This is an optimization exercise on Yosys and OpenROAD, whose aim is small area, not a production implementation. At most, simulation tests tie the RTL to the original design; equivalence was not proved.

## branch nickel
// uart_top
module uart_top(clk, reset, rd_uart, wr_uart, rx, tx, w_data, r_data, tx_fifo_full, rx_fifo_empty, rx_fifo_full);
==> flow/config.mk <==
export PLATFORM = sky130hd
export DESIGN_NAME = uart_top
export DESIGN_NICKNAME = uart_top
export VERILOG_FILES = /design/flow/design.v
export SDC_FILE = /design/flow/constraint.sdc
export NUM_CORES = 4
export LEC_CHECK = 0
export CAP_MARGIN = 20
export CORE_MARGIN = 2
export CORE_UTILIZATION = 40
export CTS_BUF_LIST = sky130_fd_sc_hd__clkbuf_8
export CTS_CLUSTER_DIAMETER = 200
export CTS_CLUSTER_SIZE = 60
export SLEW_MARGIN = 20
==> flow/constraint.sdc <==
create_clock -name core_clock -period 10.0 [get_ports {clk}]
set_input_delay 2.0000 -clock core_clock [delete_from_list [all_inputs] [get_ports {clk}]]
set_output_delay 2.0000 -clock core_clock [all_outputs]
set_load 0.01 [all_outputs]
run.sh (not shown) runs the stock make flow with config.mk's settings and CLKGATE_MAP_FILE= SYNTH_SCRIPT=/design/flow/synth_recipe.tcl, a recipe that flattens the netlist after the stock synthesis.
Both conditions hold for branch nickel: the flow ran to the end and the final layout passed the timing, DRC and antenna checks.
The inputs of branch indigo differ from those of branch nickel as listed below.
Settings: clearing CTS_BUF_LIST, which used to be sky130_fd_sc_hd__clkbuf_8; clearing CTS_CLUSTER_SIZE, which used to be 60; clearing CTS_CLUSTER_DIAMETER, which used to be 200.
==> flow/flow/run.sh (new file) <==
#!/bin/bash
# Standard ORFS layout with smaller port buffers, no CTS dummy loads and
# power (area) recovery after global routing. Full make output: flow_make.log
set -euo pipefail
bash standard.sh \
  "BUFFER_PORTS_ARGS=-buffer_cell sky130_fd_sc_hd__buf_1" \
  "CTS_ARGS=-sink_clustering_enable -repair_clock_nets -dont_use_dummy_load -buf_list sky130_fd_sc_hd__clkbuf_8" \
  RECOVER_POWER=100 \
  finish > flow_make.log 2>&1
==> flow/standard.sh (new file) <==
#!/bin/bash
# synth_recipe.tcl (not shown) runs the flow's synth.tcl, then flattens the netlist and writes it again
# the make line also repeats each setting of config.mk as NAME=value (left out here)
make -C /OpenROAD-flow-scripts/flow DESIGN_CONFIG=/design/flow/config.mk WORK_HOME=/design/flow/orfs CLKGATE_MAP_FILE= SYNTH_SCRIPT=/design/flow/synth_recipe.tcl "${@:-finish}"
removed: flow/run.sh
[summary]
Apart from branch indigo, each of branch indigo and branch nickel ends the flow with a layout that passes the timing, DRC and antenna checks. Area added between synthesis and finish in branch indigo is 4.5 points below branch nickel. Reported for branch indigo and branch nickel, sequential share of the synthesized area turned out identical to the last digit. branch indigo against branch nickel: shortest period the worst path allows moved up, first-pass iteration count of the detailed router was more or less identical, proportion of layout cells with a drive suffix above 1 fell by 3.9 points, fraction of cell area in non-clock buffers down 1.8 points, design area now smaller. [diff] hold slack, branch indigo relative to branch nickel: regression. branch indigo: detailed-routed wire length on met2 4.3% above branch nickel.
No functional check of the RTL was part of any run of this note.

---

uart_top, a different RTL version from the one above (not shown whole).
Size in the first run: ~180 flip-flops, roughly 25 I/O pins, about 0.0070 sq mm of cells after synthesis.
==> flow/config.mk <==
export PLATFORM = sky130hd
export DESIGN_NAME = uart_top
export DESIGN_NICKNAME = uart_top
export VERILOG_FILES = /design/flow/design.v
export SDC_FILE = /design/flow/constraint.sdc
export NUM_CORES = 4
export LEC_CHECK = 0
export CAP_MARGIN = 20
export CORE_MARGIN = 2
export CORE_UTILIZATION = 40
export SLEW_MARGIN = 20
==> flow/constraint.sdc <==
create_clock -name core_clock -period 10.0 [get_ports {clk}]
set_input_delay 2.0000 -clock core_clock [delete_from_list [all_inputs] [get_ports {clk}]]
set_output_delay 2.0000 -clock core_clock [all_outputs]
set_load 0.01 [all_outputs]
standard.sh (not shown) runs the stock make flow with config.mk's settings and CLKGATE_MAP_FILE= SYNTH_SCRIPT=/design/flow/synth_recipe.tcl, a recipe that flattens the netlist after the stock synthesis.
==> flow/flow/run.sh <==
#!/bin/bash
# Standard ORFS layout with smaller port buffers, no CTS dummy loads and
# area recovery after global routing (followed by a slew/cap repair).
# Full make output: flow_make.log
set -euo pipefail
bash standard.sh \
  "BUFFER_PORTS_ARGS=-buffer_cell sky130_fd_sc_hd__buf_1" \
  "CTS_ARGS=-sink_clustering_enable -repair_clock_nets -dont_use_dummy_load -buf_list sky130_fd_sc_hd__clkbuf_8" \
  RECOVER_POWER=100 \
  "POST_GLOBAL_ROUTE_TCL=$PWD/flow/post_grt.tcl" \
  finish > flow_make.log 2>&1
==> flow/flow/post_grt.tcl <==
# after power recovery: repair slew/cap again and refresh the route guides
global_route -start_incremental
repair_design_helper
detailed_placement
global_route -end_incremental
estimate_parasitics -global_routing
write_guides $::env(RESULTS_DIR)/route.guide
Edit:
==> flow/flow/run.sh (replaced) <==
#!/bin/bash
# Standard ORFS layout with smaller port buffers and no CTS dummy loads.
# Full make output: flow_make.log
set -euo pipefail
bash standard.sh \
  "BUFFER_PORTS_ARGS=-buffer_cell sky130_fd_sc_hd__buf_1" \
  "CTS_ARGS=-sink_clustering_enable -repair_clock_nets -dont_use_dummy_load -buf_list sky130_fd_sc_hd__clkbuf_8" \
  finish > flow_make.log 2>&1
removed: flow/flow/post_grt.tcl
Result: Cell count is lower by 0.31%; via count stays flat; area after synthesis stays the same.

## afterwards: timing with drivers on the ports
No port has a modelled driver above. Below, the same layouts with a new extraction and two added sets of constraints.
Step 1: set_driving_cell puts a clkbuf_16 on clk and a buf_2 on each other input, an assumption about the parent block.
Step 2, shift: input delay + t, output delay - t, t = (earliest + latest rising clock arrival at the registers) / 2. This alone moves slack from input paths to output paths.
Three values: no drivers, after step 1, after step 2; two values: the first two.
run | shift t [ns] | slack for setup (ns) | worst register clock-pin slew, ns
branch nickel | 0.484 | 5.491 / 5.454 / 5.272 | 0.10 / 0.10
branch indigo | 0.475 | 4.198 / 4.213 / 3.738 | 0.10 / 0.10
the first run of note 2 | 0.464 | 6.098 / 6.061 / 5.822 | 0.10 / 0.10
the second run of note 2 | 0.466 | 6.090 / 6.054 / 5.650 | 0.10 / 0.10
For branch indigo, which loses most, drivers alone change the setup slack by +0.015 ns; drivers and shift together by -0.460 ns.
